From an optimization exercise on the open Yosys and OpenROAD flow, aimed at small area and a short achievable clock period; shortcuts taken in it are not production practice.
Function was checked by simulation only, so behaviour that the tests miss may differ from the original.
The clock port is modelled as an ideal driver, which makes a skipped or thinned clock tree look cheaper than it is; a real chip needs a root buffer or a tree.
Power figures rest on the tool's default switching activity, not on a simulated workload.

==> inputs of trial 78 <==
// atto
module atto #(parameter X_LOCAL = 2, parameter Y_LOCAL = 2)
  (
    input   wire clka,
    input   wire rsta,
      input wire [47:0] north_channel_din,
      input wire [1:0]  north_diff_pair_din,
      input wire [47:0] east_channel_din,
      input wire [1:0]  east_diff_pair_din,
      input wire [47:0] pe_channel_din,
      input wire [1:0]  pe_diff_pair_din,
      output wire [47:0]  south_channel_dout,
      output wire [1:0]   south_diff_pair_dout,
      output wire [47:0]  west_channel_dout,
      output wire [1:0]   west_diff_pair_dout,
      output wire [39:0]  pe_channel_dout,
      output wire [1:0]   pe_diff_pair_dout,
      output wire         r2pe_ack_dout
  );
reg  n_exp, e_exp, p_exp;
wire an = (north_diff_pair_din[1] ^ n_exp) & ~(north_diff_pair_din[0] ^ n_exp);
wire ae = (east_diff_pair_din[1]  ^ e_exp) & ~(east_diff_pair_din[0]  ^ e_exp);
wire ap = (pe_diff_pair_din[1]    ^ p_exp) & ~(pe_diff_pair_din[0]    ^ p_exp);
always @(posedge clka)
  if (rsta)
    begin
      n_exp <= 1'b1;
      e_exp <= 1'b1;
      p_exp <= 1'b1;
    end
  else
    begin
      n_exp <= n_exp ^ an;
  ...
==> flow/config.mk <==
export PLATFORM = sky130hd
export DESIGN_NAME = atto
export DESIGN_NICKNAME = atto
export VERILOG_FILES = /design/flow/design.v
export SDC_FILE = /design/flow/constraint.sdc
export NUM_CORES = 4
export LEC_CHECK = 0
export CAP_MARGIN = 20
export CORE_MARGIN = 2
export CORE_UTILIZATION = 50
export SETUP_SLACK_MARGIN = 1.78
export SLEW_MARGIN = 20
export SYNTH_HIERARCHICAL = 1
export SYNTH_MINIMUM_KEEP_SIZE = 0
==> flow/constraint.sdc <==
create_clock -name core_clock -period 3.2 [get_ports {clka}]
set_input_delay 0.6400 -clock core_clock [delete_from_list [all_inputs] [get_ports {clka}]]
set_output_delay 0.6400 -clock core_clock [all_outputs]
set_load 0.01 [all_outputs]
standard.sh (not shown) runs the stock make flow with config.mk's settings and CLKGATE_MAP_FILE= SYNTH_SCRIPT=/design/flow/synth_recipe.tcl, a recipe that flattens the netlist after the stock synthesis.
==> flow/flow/run.sh <==
#!/bin/bash
# The standard ORFS layout (standard.sh), with these changes:
#  - each logic gate of the synthesised netlist starts at its cell's smallest
#    drive strength (flow/downsize.tcl, the floorplan step's PRE hook);
#  - the port buffers that buffer_ports inserts are the smallest buffer,
#    sky130_fd_sc_hd__buf_1 (repair may still resize them);
#  - the clock tree is built by flow/cts_tree.tcl, run as the CTS step's
#    PRE hook: two balanced levels of inverters (4 driven by the clock port,
#    then leaves over k-means clusters of the flip-flops), in place of
#    clock_tree_synthesis; the same hook makes each output port's buffer a
#    buf_2 and keeps it and the flip-flop driving it out of timing repair
#    (set_dont_touch). The rest of the CTS step (legalisation, timing
#    repair) and all other steps are ORFS's own.
# ORFS writes each tool's log under orfs/logs/; make's output goes to
# standard_flow.log here.
set -euo pipefail
export BUFFER_PORTS_ARGS="-buffer_cell sky130_fd_sc_hd__buf_1"
export PRE_FLOORPLAN_TCL=$PWD/flow/downsize.tcl
export PRE_CTS_TCL=$PWD/flow/cts_tree.tcl
bash standard.sh "$@" > standard_flow.log 2>&1
==> flow/flow/cts_tree.tcl <==
# Clock tree of two levels, built in place of clock_tree_synthesis (sourced as
# the CTS step's PRE hook, PRE_CTS_TCL):
# clka -> K1 root cells -> K2 leaf cells -> flip-flops.
# Leaves cluster the flip-flops by position (k-means), roots cluster the leaves.
# The cells are buffers or inverters; with inverters at both levels the
# flip-flops still see clka's rising edge, after two short stages.
proc tree_kmeans {pts K iters} {
  # pts: list of {x y}; returns list of assignments and centroids
  set n [llength $pts]
  set sorted [lsort -real -index 0 $pts]
  set cents {}
  for {set k 0} {$k < $K} {incr k} {
    # init: spread along a serpentine of x-sorted points
    lappend cents [lindex $sorted [expr {int(($k + 0.5) * $n / $K)}]]
  }
  for {set it 0} {$it < $iters} {incr it} {
    set asg {}
    set sx [lrepeat $K 0.0]; set sy [lrepeat $K 0.0]; set sc [lrepeat $K 0]
    foreach p $pts {
      lassign $p x y
      set best 0; set bd 1e18
      for {set k 0} {$k < $K} {incr k} {
        lassign [lindex $cents $k] kx ky
        set d [expr {hypot($x - $kx, $y - $ky)}]
        if {$d < $bd} { set bd $d; set best $k }
      }
      lappend asg $best
      lset sx $best [expr {[lindex $sx $best] + $x}]
      lset sy $best [expr {[lindex $sy $best] + $y}]
      lset sc $best [expr {[lindex $sc $best] + 1}]
    }
    for {set k 0} {$k < $K} {incr k} {
      if {[lindex $sc $k] > 0} {
        lset cents $k [list [expr {[lindex $sx $k] / [lindex $sc $k]}] [expr {[lindex $sy $k] / [lindex $sc $k]}]]
      }
    }
  }
  return [list $asg $cents $sc]
}

proc cell_output {inst} {
  foreach it [$inst getITerms] {
    if {[$it isOutputSignal]} { return $it }
  }
  error "no output on [$inst getName]"
}

proc build_clock_tree {clk_name K1 K2 root_cell leaf_cell} {
  set block [ord::get_db_block]
  set db [ord::get_db]
  set clknet [$block findNet $clk_name]
  set sinks {}
  set pts {}
  foreach it [$clknet getITerms] {
    set inst [$it getInst]
    set bb [$inst getBBox]
    lappend sinks $it
    lappend pts [list [expr {([$bb xMin] + [$bb xMax]) / 2.0}] [expr {([$bb yMin] + [$bb yMax]) / 2.0}]]
  }
  lassign [tree_kmeans $pts $K2 40] asg2 cents2 sc2
  puts "clock tree: [llength $sinks] sinks, leaf clusters $sc2"
  lassign [tree_kmeans $cents2 $K1 40] asg1 cents1 sc1
  puts "clock tree: root clusters $sc1"
  set rmaster [$db findMaster $root_cell]
  set lmaster [$db findMaster $leaf_cell]
  for {set k 0} {$k < $K1} {incr k} {
    set inst [odb::dbInst_create $block $rmaster "clkroot_$k"]
    lassign [lindex $cents1 $k] x y
    $inst setLocation [expr {int($x)}] [expr {int($y)}]
    $inst setPlacementStatus PLACED
    set net [odb::dbNet_create $block "clknet_root_$k"]
    $net setSigType CLOCK
    [$inst findITerm A] connect $clknet
    [cell_output $inst] connect $net
    set rnet($k) $net
  }
  for {set k 0} {$k < $K2} {incr k} {
    set inst [odb::dbInst_create $block $lmaster "clkleaf_$k"]
    lassign [lindex $cents2 $k] x y
    $inst setLocation [expr {int($x)}] [expr {int($y)}]
    $inst setPlacementStatus PLACED
    set net [odb::dbNet_create $block "clknet_leaf_$k"]
    $net setSigType CLOCK
    [$inst findITerm A] connect $rnet([lindex $asg1 $k])
    [cell_output $inst] connect $net
    set lnet($k) $net
  }
  set i 0
  foreach it $sinks {
    $it disconnect
    $it connect $lnet([lindex $asg2 $i])
    incr i
  }
}

proc fix_output_drivers {buf_cell} {
  set block [ord::get_db_block]
  set master [[ord::get_db] findMaster $buf_cell]
  set nb 0; set nf 0; set keep {}
  foreach bt [$block getBTerms] {
    if {[$bt getIoType] ne "OUTPUT"} { continue }
    set net [$bt getNet]
    foreach it [$net getITerms] {
      if {![$it isOutputSignal]} { continue }
      set inst [$it getInst]
      if {[string match "*buf*" [[$inst getMaster] getName]]} {
        $inst swapMaster $master
        lappend keep [$inst getName]
        incr nb
        set in [[$inst findITerm A] getNet]
        foreach it2 [$in getITerms] {
          if {[$it2 isOutputSignal] && [string match "*df*" [[[$it2 getInst] getMaster] getName]]} {
            lappend keep [[$it2 getInst] getName]
            incr nf
          }
        }
      }
    }
  }
  # power and ground pins of the new masters (before set_dont_touch, which
  # global_connect would skip)
  global_connect
  foreach name $keep { set_dont_touch [get_cells $name] }
  puts "output drivers: $nb buffers made $buf_cell, $nf flip-flops kept"
}

build_clock_tree clka 4 16 sky130_fd_sc_hd__inv_16 sky130_fd_sc_hd__clkinv_8
fix_output_drivers sky130_fd_sc_hd__buf_2
# The tree is built: the flow's own clock tree synthesis is not run, nor
# repair_clock_inverters (it would clone the tree's inverters next to each
# flip-flop).
proc clock_tree_synthesis {args} { puts "clock_tree_synthesis skipped: clock tree built by cts_tree.tcl" }
proc repair_clock_inverters {args} { puts "repair_clock_inverters skipped: clock tree built by cts_tree.tcl" }
Other scripts of this flow, unchanged in this note and not shown: flow/flow/downsize.tcl
==> build 88: changes against trial 78 <==
--- a/flow/design.v
+++ b/flow/design.v
@@ -11,36 +11,16 @@
 module g_or2   (input wire a, b, output wire y);              assign y = a | b;              endmodule
 module g_a222oi (input wire a1, a2, b1, b2, c1, c2, output wire y);
   assign y = ~((a1 & a2) | (b1 & b2) | (c1 & c2));
 endmodule
 module g_buf   (input wire a, output wire y);                 assign y = a;                  endmodule
 module g_and3  (input wire a, b, c, output wire y);           assign y = a & b & c;          endmodule
 module g_and4  (input wire a, b, c, d, output wire y);        assign y = a & b & c & d;      endmodule
 module g_a22oi (input wire a1, a2, b1, b2, output wire y);    assign y = ~((a1 & a2) | (b1 & b2)); endmodule
-module accept_pos (
-    input  wire [1:0] pair,
-    input  wire       expected,
-    output wire       y            
-  );
-  wire u_n, v_n;
-  g_nand2b g_un (.a_n(pair[1]), .b(pair[0]), .y(u_n));    
-  g_nand2b g_vn (.a_n(pair[0]), .b(pair[1]), .y(v_n));    
-  g_mux2i  g_y  (.a0(v_n), .a1(u_n), .s(expected), .y(y));
-endmodule
-module accept_neg (
-    input  wire [1:0] pair,
-    input  wire       expected,
-    output wire       y            
-  );
-  wire u, v;
-  g_nor2b  g_u  (.a(pair[1]), .b_n(pair[0]), .y(u));      
-  g_nor2b  g_v  (.a(pair[0]), .b_n(pair[1]), .y(v));      
-  g_mux2i  g_y  (.a0(v), .a1(u), .s(expected), .y(y));
-endmodule
 module pair_eq #(parameter [1:0] V = 2'b00) (
     input  wire [1:0] f,
     output wire       m
   );
   generate
     if (V == 2'b11) begin : v11
       g_and2   g_m (.a(f[0]), .b(f[1]), .y(m));
     end else if (V == 2'b10) begin : v10
@@ -97,33 +77,54 @@
     input  wire [3:0] f,
     output wire       y
   );
   wire lo, hi;
   pair_eq #(.V(V[1:0])) m_lo (.f(f[1:0]), .m(lo));
   pair_eq #(.V(V[3:2])) m_hi (.f(f[3:2]), .m(hi));
   g_nand2 g_y (.a(lo), .b(hi), .y(y));
 endmodule
+module accept_pre (
+    input  wire [1:0] pair,
+    output wire       u, v, u_n, v_n
+  );
+  g_nor2b  g_u  (.a(pair[1]), .b_n(pair[0]), .y(u));      
+  g_nor2b  g_v  (.a(pair[0]), .b_n(pair[1]), .y(v));      
+  g_nand2b g_un (.a_n(pair[1]), .b(pair[0]), .y(u_n));    
+  g_nand2b g_vn (.a_n(pair[0]), .b(pair[1]), .y(v_n));    
+endmodule
 module arb_products #(parameter X_LOCAL = 2, parameter Y_LOCAL = 2) (
     input  wire [1:0] north_pair, east_pair, pe_pair,
     input  wire       north_exp,  east_exp,  pe_exp,
     input  wire [7:0] north_dest, east_dest, pe_dest,
     output wire [32:0] p_n
   );
   wire ae_n_0;
+  wire east_u;
+  wire east_v;
+  wire east_u_n;
+  wire east_v_n;
   wire ae_n_1;
   wire ae_0;
   wire ae_1;
   wire ae_2;
   wire an_n_0;
+  wire north_u;
+  wire north_v;
+  wire north_u_n;
+  wire north_v_n;
   wire an_n_1;
   wire an_0;
   wire an_1;
   wire an_2;
   wire ap_n_0;
+  wire pe_u;
+  wire pe_v;
+  wire pe_u_n;
+  wire pe_v_n;
   wire ap_0;
   wire ap_1;
   wire ap_2;
   wire ex_n_0;
   wire ex_n_1;
   wire ex_0;
   wire ex_1;
   wire ey_n_0;
@@ -180,30 +181,33 @@
   wire w40;
   wire w41;
   wire w42;
   wire w43;
   wire w44;
   wire w45;
   wire w46;
   wire w47;
-  accept_neg d_ae_n_0 (.pair(east_pair), .expected(east_exp), .y(ae_n_0));
-  accept_neg d_ae_n_1 (.pair(east_pair), .expected(east_exp), .y(ae_n_1));
-  accept_pos d_ae_0 (.pair(east_pair), .expected(east_exp), .y(ae_0));
-  accept_pos d_ae_1 (.pair(east_pair), .expected(east_exp), .y(ae_1));
-  accept_pos d_ae_2 (.pair(east_pair), .expected(east_exp), .y(ae_2));
-  accept_neg d_an_n_0 (.pair(north_pair), .expected(north_exp), .y(an_n_0));
-  accept_neg d_an_n_1 (.pair(north_pair), .expected(north_exp), .y(an_n_1));
-  accept_pos d_an_0 (.pair(north_pair), .expected(north_exp), .y(an_0));
-  accept_pos d_an_1 (.pair(north_pair), .expected(north_exp), .y(an_1));
-  accept_pos d_an_2 (.pair(north_pair), .expected(north_exp), .y(an_2));
-  accept_neg d_ap_n_0 (.pair(pe_pair), .expected(pe_exp), .y(ap_n_0));
-  accept_pos d_ap_0 (.pair(pe_pair), .expected(pe_exp), .y(ap_0));
-  accept_pos d_ap_1 (.pair(pe_pair), .expected(pe_exp), .y(ap_1));
-  accept_pos d_ap_2 (.pair(pe_pair), .expected(pe_exp), .y(ap_2));
+  accept_pre d_east_pre (.pair(east_pair), .u(east_u), .v(east_v), .u_n(east_u_n), .v_n(east_v_n));
+  g_mux2i d_ae_n_0 (.a0(east_v), .a1(east_u), .s(east_exp), .y(ae_n_0));    
+  g_mux2i d_ae_n_1 (.a0(east_v), .a1(east_u), .s(east_exp), .y(ae_n_1));    
+  g_mux2i d_ae_0 (.a0(east_v_n), .a1(east_u_n), .s(east_exp), .y(ae_0));    
+  g_mux2i d_ae_1 (.a0(east_v_n), .a1(east_u_n), .s(east_exp), .y(ae_1));    
+  g_mux2i d_ae_2 (.a0(east_v_n), .a1(east_u_n), .s(east_exp), .y(ae_2));    
+  accept_pre d_north_pre (.pair(north_pair), .u(north_u), .v(north_v), .u_n(north_u_n), .v_n(north_v_n));
+  g_mux2i d_an_n_0 (.a0(north_v), .a1(north_u), .s(north_exp), .y(an_n_0));    
+  g_mux2i d_an_n_1 (.a0(north_v), .a1(north_u), .s(north_exp), .y(an_n_1));    
+  g_mux2i d_an_0 (.a0(north_v_n), .a1(north_u_n), .s(north_exp), .y(an_0));    
+  g_mux2i d_an_1 (.a0(north_v_n), .a1(north_u_n), .s(north_exp), .y(an_1));    
+  g_mux2i d_an_2 (.a0(north_v_n), .a1(north_u_n), .s(north_exp), .y(an_2));    
+  accept_pre d_pe_pre (.pair(pe_pair), .u(pe_u), .v(pe_v), .u_n(pe_u_n), .v_n(pe_v_n));
+  g_mux2i d_ap_n_0 (.a0(pe_v), .a1(pe_u), .s(pe_exp), .y(ap_n_0));    
+  g_mux2i d_ap_0 (.a0(pe_v_n), .a1(pe_u_n), .s(pe_exp), .y(ap_0));    
+  g_mux2i d_ap_1 (.a0(pe_v_n), .a1(pe_u_n), .s(pe_exp), .y(ap_1));    
+  g_mux2i d_ap_2 (.a0(pe_v_n), .a1(pe_u_n), .s(pe_exp), .y(ap_2));    
   hit_neg #(.V(X_LOCAL)) d_ex_n_0 (.f(east_dest[7:4]), .y(ex_n_0));
   hit_neg #(.V(X_LOCAL)) d_ex_n_1 (.f(east_dest[7:4]), .y(ex_n_1));
   hit_pos #(.V(X_LOCAL)) d_ex_0 (.f(east_dest[7:4]), .y(ex_0));
   hit_pos #(.V(X_LOCAL)) d_ex_1 (.f(east_dest[7:4]), .y(ex_1));
   hit_neg #(.V(Y_LOCAL)) d_ey_n_0 (.f(east_dest[3:0]), .y(ey_n_0));
   hit_neg #(.V(Y_LOCAL)) d_ey_n_1 (.f(east_dest[3:0]), .y(ey_n_1));
   hit_pos #(.V(Y_LOCAL)) d_ey_0 (.f(east_dest[3:0]), .y(ey_0));
   hit_neg #(.V(X_LOCAL)) d_nx_n_0 (.f(north_dest[7:4]), .y(nx_n_0));
==> flow/flow/run.sh (replaced) <==
#!/bin/bash
# The standard ORFS layout (standard.sh), with these changes:
#  - each logic gate of the synthesised netlist starts at its cell's smallest
#    drive strength (flow/downsize.tcl, the floorplan step's PRE hook);
#  - the port buffers that buffer_ports inserts are the smallest buffer,
#    sky130_fd_sc_hd__buf_1 (repair may still resize them);
#  - the clock tree is built by flow/cts_tree.tcl, run as the CTS step's
#    PRE hook: two balanced levels of inverters (4 driven by the clock port,
#    then leaves over k-means clusters of the flip-flops), in place of
#    clock_tree_synthesis; the same hook makes each output port's buffer a
#    buf_1 and keeps it and the flip-flop driving it out of timing repair
#    (set_dont_touch). The rest of the CTS step (legalisation, timing
#    repair) and all other steps are ORFS's own.
# ORFS writes each tool's log under orfs/logs/; make's output goes to
# standard_flow.log here.
set -euo pipefail
export BUFFER_PORTS_ARGS="-buffer_cell sky130_fd_sc_hd__buf_1"
export PRE_FLOORPLAN_TCL=$PWD/flow/downsize.tcl
export PRE_CTS_TCL=$PWD/flow/cts_tree.tcl
bash standard.sh "$@" > standard_flow.log 2>&1
--- a/flow/flow/cts_tree.tcl
+++ b/flow/flow/cts_tree.tcl
@@ -120,14 +120,14 @@
   # power and ground pins of the new masters (before set_dont_touch, which
   # global_connect would skip)
   global_connect
   foreach name $keep { set_dont_touch [get_cells $name] }
   puts "output drivers: $nb buffers made $buf_cell, $nf flip-flops kept"
 }
 
 build_clock_tree clka 4 16 sky130_fd_sc_hd__inv_16 sky130_fd_sc_hd__clkinv_8
-fix_output_drivers sky130_fd_sc_hd__buf_2
+fix_output_drivers sky130_fd_sc_hd__buf_1
 # The tree is built: the flow's own clock tree synthesis is not run, nor
 # repair_clock_inverters (it would clone the tree's inverters next to each
 # flip-flop).
 proc clock_tree_synthesis {args} { puts "clock_tree_synthesis skipped: clock tree built by cts_tree.tcl" }
 proc repair_clock_inverters {args} { puts "repair_clock_inverters skipped: clock tree built by cts_tree.tcl" }
==> build 66: changes against trial 78 <==
--- a/flow/design.v
+++ b/flow/design.v
@@ -11,36 +11,16 @@
 module g_or2   (input wire a, b, output wire y);              assign y = a | b;              endmodule
 module g_a222oi (input wire a1, a2, b1, b2, c1, c2, output wire y);
   assign y = ~((a1 & a2) | (b1 & b2) | (c1 & c2));
 endmodule
 module g_buf   (input wire a, output wire y);                 assign y = a;                  endmodule
 module g_and3  (input wire a, b, c, output wire y);           assign y = a & b & c;          endmodule
 module g_and4  (input wire a, b, c, d, output wire y);        assign y = a & b & c & d;      endmodule
 module g_a22oi (input wire a1, a2, b1, b2, output wire y);    assign y = ~((a1 & a2) | (b1 & b2)); endmodule
-module accept_pos (
-    input  wire [1:0] pair,
-    input  wire       expected,
-    output wire       y            
-  );
-  wire u_n, v_n;
-  g_nand2b g_un (.a_n(pair[1]), .b(pair[0]), .y(u_n));    
-  g_nand2b g_vn (.a_n(pair[0]), .b(pair[1]), .y(v_n));    
-  g_mux2i  g_y  (.a0(v_n), .a1(u_n), .s(expected), .y(y));
-endmodule
-module accept_neg (
-    input  wire [1:0] pair,
-    input  wire       expected,
-    output wire       y            
-  );
-  wire u, v;
-  g_nor2b  g_u  (.a(pair[1]), .b_n(pair[0]), .y(u));      
-  g_nor2b  g_v  (.a(pair[0]), .b_n(pair[1]), .y(v));      
-  g_mux2i  g_y  (.a0(v), .a1(u), .s(expected), .y(y));
-endmodule
 module pair_eq #(parameter [1:0] V = 2'b00) (
     input  wire [1:0] f,
     output wire       m
   );
   generate
     if (V == 2'b11) begin : v11
       g_and2   g_m (.a(f[0]), .b(f[1]), .y(m));
     end else if (V == 2'b10) begin : v10
@@ -97,33 +77,54 @@
     input  wire [3:0] f,
     output wire       y
   );
   wire lo, hi;
   pair_eq #(.V(V[1:0])) m_lo (.f(f[1:0]), .m(lo));
   pair_eq #(.V(V[3:2])) m_hi (.f(f[3:2]), .m(hi));
   g_nand2 g_y (.a(lo), .b(hi), .y(y));
 endmodule
+module accept_pre (
+    input  wire [1:0] pair,
+    output wire       u, v, u_n, v_n
+  );
+  g_nor2b  g_u  (.a(pair[1]), .b_n(pair[0]), .y(u));      
+  g_nor2b  g_v  (.a(pair[0]), .b_n(pair[1]), .y(v));      
+  g_nand2b g_un (.a_n(pair[1]), .b(pair[0]), .y(u_n));    
+  g_nand2b g_vn (.a_n(pair[0]), .b(pair[1]), .y(v_n));    
+endmodule
 module arb_products #(parameter X_LOCAL = 2, parameter Y_LOCAL = 2) (
     input  wire [1:0] north_pair, east_pair, pe_pair,
     input  wire       north_exp,  east_exp,  pe_exp,
     input  wire [7:0] north_dest, east_dest, pe_dest,
     output wire [32:0] p_n
   );
   wire ae_n_0;
+  wire east_u;
+  wire east_v;
+  wire east_u_n;
+  wire east_v_n;
   wire ae_n_1;
   wire ae_0;
   wire ae_1;
   wire ae_2;
   wire an_n_0;
+  wire north_u;
+  wire north_v;
+  wire north_u_n;
+  wire north_v_n;
   wire an_n_1;
   wire an_0;
   wire an_1;
   wire an_2;
   wire ap_n_0;
+  wire pe_u;
+  wire pe_v;
+  wire pe_u_n;
+  wire pe_v_n;
   wire ap_0;
   wire ap_1;
   wire ap_2;
   wire ex_n_0;
   wire ex_n_1;
   wire ex_0;
   wire ex_1;
   wire ey_n_0;
@@ -180,30 +181,33 @@
   wire w40;
   wire w41;
   wire w42;
   wire w43;
   wire w44;
   wire w45;
   wire w46;
   wire w47;
-  accept_neg d_ae_n_0 (.pair(east_pair), .expected(east_exp), .y(ae_n_0));
-  accept_neg d_ae_n_1 (.pair(east_pair), .expected(east_exp), .y(ae_n_1));
-  accept_pos d_ae_0 (.pair(east_pair), .expected(east_exp), .y(ae_0));
-  accept_pos d_ae_1 (.pair(east_pair), .expected(east_exp), .y(ae_1));
-  accept_pos d_ae_2 (.pair(east_pair), .expected(east_exp), .y(ae_2));
-  accept_neg d_an_n_0 (.pair(north_pair), .expected(north_exp), .y(an_n_0));
-  accept_neg d_an_n_1 (.pair(north_pair), .expected(north_exp), .y(an_n_1));
-  accept_pos d_an_0 (.pair(north_pair), .expected(north_exp), .y(an_0));
-  accept_pos d_an_1 (.pair(north_pair), .expected(north_exp), .y(an_1));
-  accept_pos d_an_2 (.pair(north_pair), .expected(north_exp), .y(an_2));
-  accept_neg d_ap_n_0 (.pair(pe_pair), .expected(pe_exp), .y(ap_n_0));
-  accept_pos d_ap_0 (.pair(pe_pair), .expected(pe_exp), .y(ap_0));
-  accept_pos d_ap_1 (.pair(pe_pair), .expected(pe_exp), .y(ap_1));
-  accept_pos d_ap_2 (.pair(pe_pair), .expected(pe_exp), .y(ap_2));
+  accept_pre d_east_pre (.pair(east_pair), .u(east_u), .v(east_v), .u_n(east_u_n), .v_n(east_v_n));
+  g_mux2i d_ae_n_0 (.a0(east_v), .a1(east_u), .s(east_exp), .y(ae_n_0));    
+  g_mux2i d_ae_n_1 (.a0(east_v), .a1(east_u), .s(east_exp), .y(ae_n_1));    
+  g_mux2i d_ae_0 (.a0(east_v_n), .a1(east_u_n), .s(east_exp), .y(ae_0));    
+  g_mux2i d_ae_1 (.a0(east_v_n), .a1(east_u_n), .s(east_exp), .y(ae_1));    
+  g_mux2i d_ae_2 (.a0(east_v_n), .a1(east_u_n), .s(east_exp), .y(ae_2));    
+  accept_pre d_north_pre (.pair(north_pair), .u(north_u), .v(north_v), .u_n(north_u_n), .v_n(north_v_n));
+  g_mux2i d_an_n_0 (.a0(north_v), .a1(north_u), .s(north_exp), .y(an_n_0));    
+  g_mux2i d_an_n_1 (.a0(north_v), .a1(north_u), .s(north_exp), .y(an_n_1));    
+  g_mux2i d_an_0 (.a0(north_v_n), .a1(north_u_n), .s(north_exp), .y(an_0));    
+  g_mux2i d_an_1 (.a0(north_v_n), .a1(north_u_n), .s(north_exp), .y(an_1));    
+  g_mux2i d_an_2 (.a0(north_v_n), .a1(north_u_n), .s(north_exp), .y(an_2));    
+  accept_pre d_pe_pre (.pair(pe_pair), .u(pe_u), .v(pe_v), .u_n(pe_u_n), .v_n(pe_v_n));
+  g_mux2i d_ap_n_0 (.a0(pe_v), .a1(pe_u), .s(pe_exp), .y(ap_n_0));    
+  g_mux2i d_ap_0 (.a0(pe_v_n), .a1(pe_u_n), .s(pe_exp), .y(ap_0));    
+  g_mux2i d_ap_1 (.a0(pe_v_n), .a1(pe_u_n), .s(pe_exp), .y(ap_1));    
+  g_mux2i d_ap_2 (.a0(pe_v_n), .a1(pe_u_n), .s(pe_exp), .y(ap_2));    
   hit_neg #(.V(X_LOCAL)) d_ex_n_0 (.f(east_dest[7:4]), .y(ex_n_0));
   hit_neg #(.V(X_LOCAL)) d_ex_n_1 (.f(east_dest[7:4]), .y(ex_n_1));
   hit_pos #(.V(X_LOCAL)) d_ex_0 (.f(east_dest[7:4]), .y(ex_0));
   hit_pos #(.V(X_LOCAL)) d_ex_1 (.f(east_dest[7:4]), .y(ex_1));
   hit_neg #(.V(Y_LOCAL)) d_ey_n_0 (.f(east_dest[3:0]), .y(ey_n_0));
   hit_neg #(.V(Y_LOCAL)) d_ey_n_1 (.f(east_dest[3:0]), .y(ey_n_1));
   hit_pos #(.V(Y_LOCAL)) d_ey_0 (.f(east_dest[3:0]), .y(ey_0));
   hit_neg #(.V(X_LOCAL)) d_nx_n_0 (.f(north_dest[7:4]), .y(nx_n_0));
==> metrics.csv <==
stage;metric;value;unit
routing;vias;8496;
timing;worst slew pin tran;0.5843;ns
power_and_ir_drop;Lkg Pwr;5.327;nW
clocking;register clock-pin slew on the reported worst setup and hold paths;0.07;ns
timing;Final period util;44.00;%
worst_setup_path;worst reg2reg endpoint;s_q[44]$_DFF_P_;
timing;Setup WS post-layout;1.792;ns
routing;drt initial violations;646;
worst_hold_path;Hold Startpoint;p_q[11]$_DFF_P_;
floorplan;die area;21790;um^2
finish;multi-input combinational area share;32.03;%
worst_setup_path;slowest cell on the critical path;dfxtp_1;
placement;pre-CTS WS;1.410;ns
power_and_ir_drop;pwr/cell area;635.2;nW/um^2
worst_setup_path;worst setup path end;s_q[44]$_DFF_P_;
global_routing;Overall Global Routing Usage;25.33;%
floorplan;Die Y;147.6;um
run_status;status;timing/DRC/antenna clean;
routing;length of routed met2 wiring;14.27;mm
The numbers above come from build 88.

==> metrics.csv <==
stage;metric;value;unit
run_status;status;timing/DRC/antenna clean;
routing;length of routed met2 wiring;14.23;mm
timing;worst slew pin tran;0.5642;ns
timing;Setup WS post-layout;1.804;ns
worst_hold_path;Hold Startpoint;p_q[6]$_DFF_P_;
finish;multi-input combinational area share;31.58;%
worst_setup_path;slowest cell on the critical path;dfxtp_2;
placement;pre-CTS WS;1.410;ns
timing;Final period util;43.64;%
clocking;register clock-pin slew on the reported worst setup and hold paths;0.08;ns
floorplan;die area;21790;um^2
power_and_ir_drop;pwr/cell area;632.3;nW/um^2
global_routing;Overall Global Routing Usage;25.34;%
The numbers above come from build 66.

==> metrics.csv <==
stage;metric;value;unit
floorplan;die area;22000;um^2
finish;multi-input combinational area share;32.73;%
run_status;status;timing/DRC/antenna clean;
power_and_ir_drop;pwr/cell area;625.6;nW/um^2
power_and_ir_drop;leading power group;sequential cells;
power_and_ir_drop;switch share;31.97;%
timing;Final period util;43.72;%
routing;length of routed met2 wiring;14.31;mm
clocking;register clock-pin slew on the reported worst setup and hold paths;0.08;ns
worst_hold_path;Hold Startpoint;p_q[16]$_DFF_P_;
timing;Setup WS post-layout;1.801;ns
routing;vias;8551;
finish;post-layout util;64.51;%
floorplan;Die Y;148.3;um
global_routing;GRT busiest layer;met2;
worst_setup_path;slowest cell on the critical path;dfxtp_1;
worst_setup_path;worst setup path end;s_q[1]$_DFF_P_;
placement;pre-CTS WS;1.362;ns
worst_setup_path;worst reg2reg endpoint;s_q[1]$_DFF_P_;
finish;Seq area share;49.48;%
timing;worst slew pin tran;0.5366;ns
The numbers above come from trial 78.

No run of this note takes its clock network from TritonCTS; it comes from the design's own scripts or RTL.

-- re-timing with driven ports --
Ports are ideal in the flow. The routed layouts listed here were re-timed in OpenROAD.
Step 1, drivers: a clkbuf_16 drives clka and a buf_2 each remaining input, both assumed.
Step 2 times the ports against the registers' clock, not the clock port: input delays grow and output delays shrink by t, the midpoint of the rising clock arrivals with the driver on.
Three values: ideal ports, drivers, drivers and shift; two values: the first two.
run	shift t [ns]	setup WS [ns]	hold WS [ns]
trial 78	0.318	1.801 / 1.703 / 1.702	0.431 / 0.415 / 0.431
build 88	0.318	1.792 / 1.637 / 1.690	0.436 / 0.414 / 0.437
build 66	0.315	1.804 / 1.723 / 1.701	0.434 / 0.415 / 0.435
After both steps setup and hold are still met in every run listed. The setup slack of build 66, which loses most, moves by -0.081 ns with the drivers and by -0.103 ns with both steps.
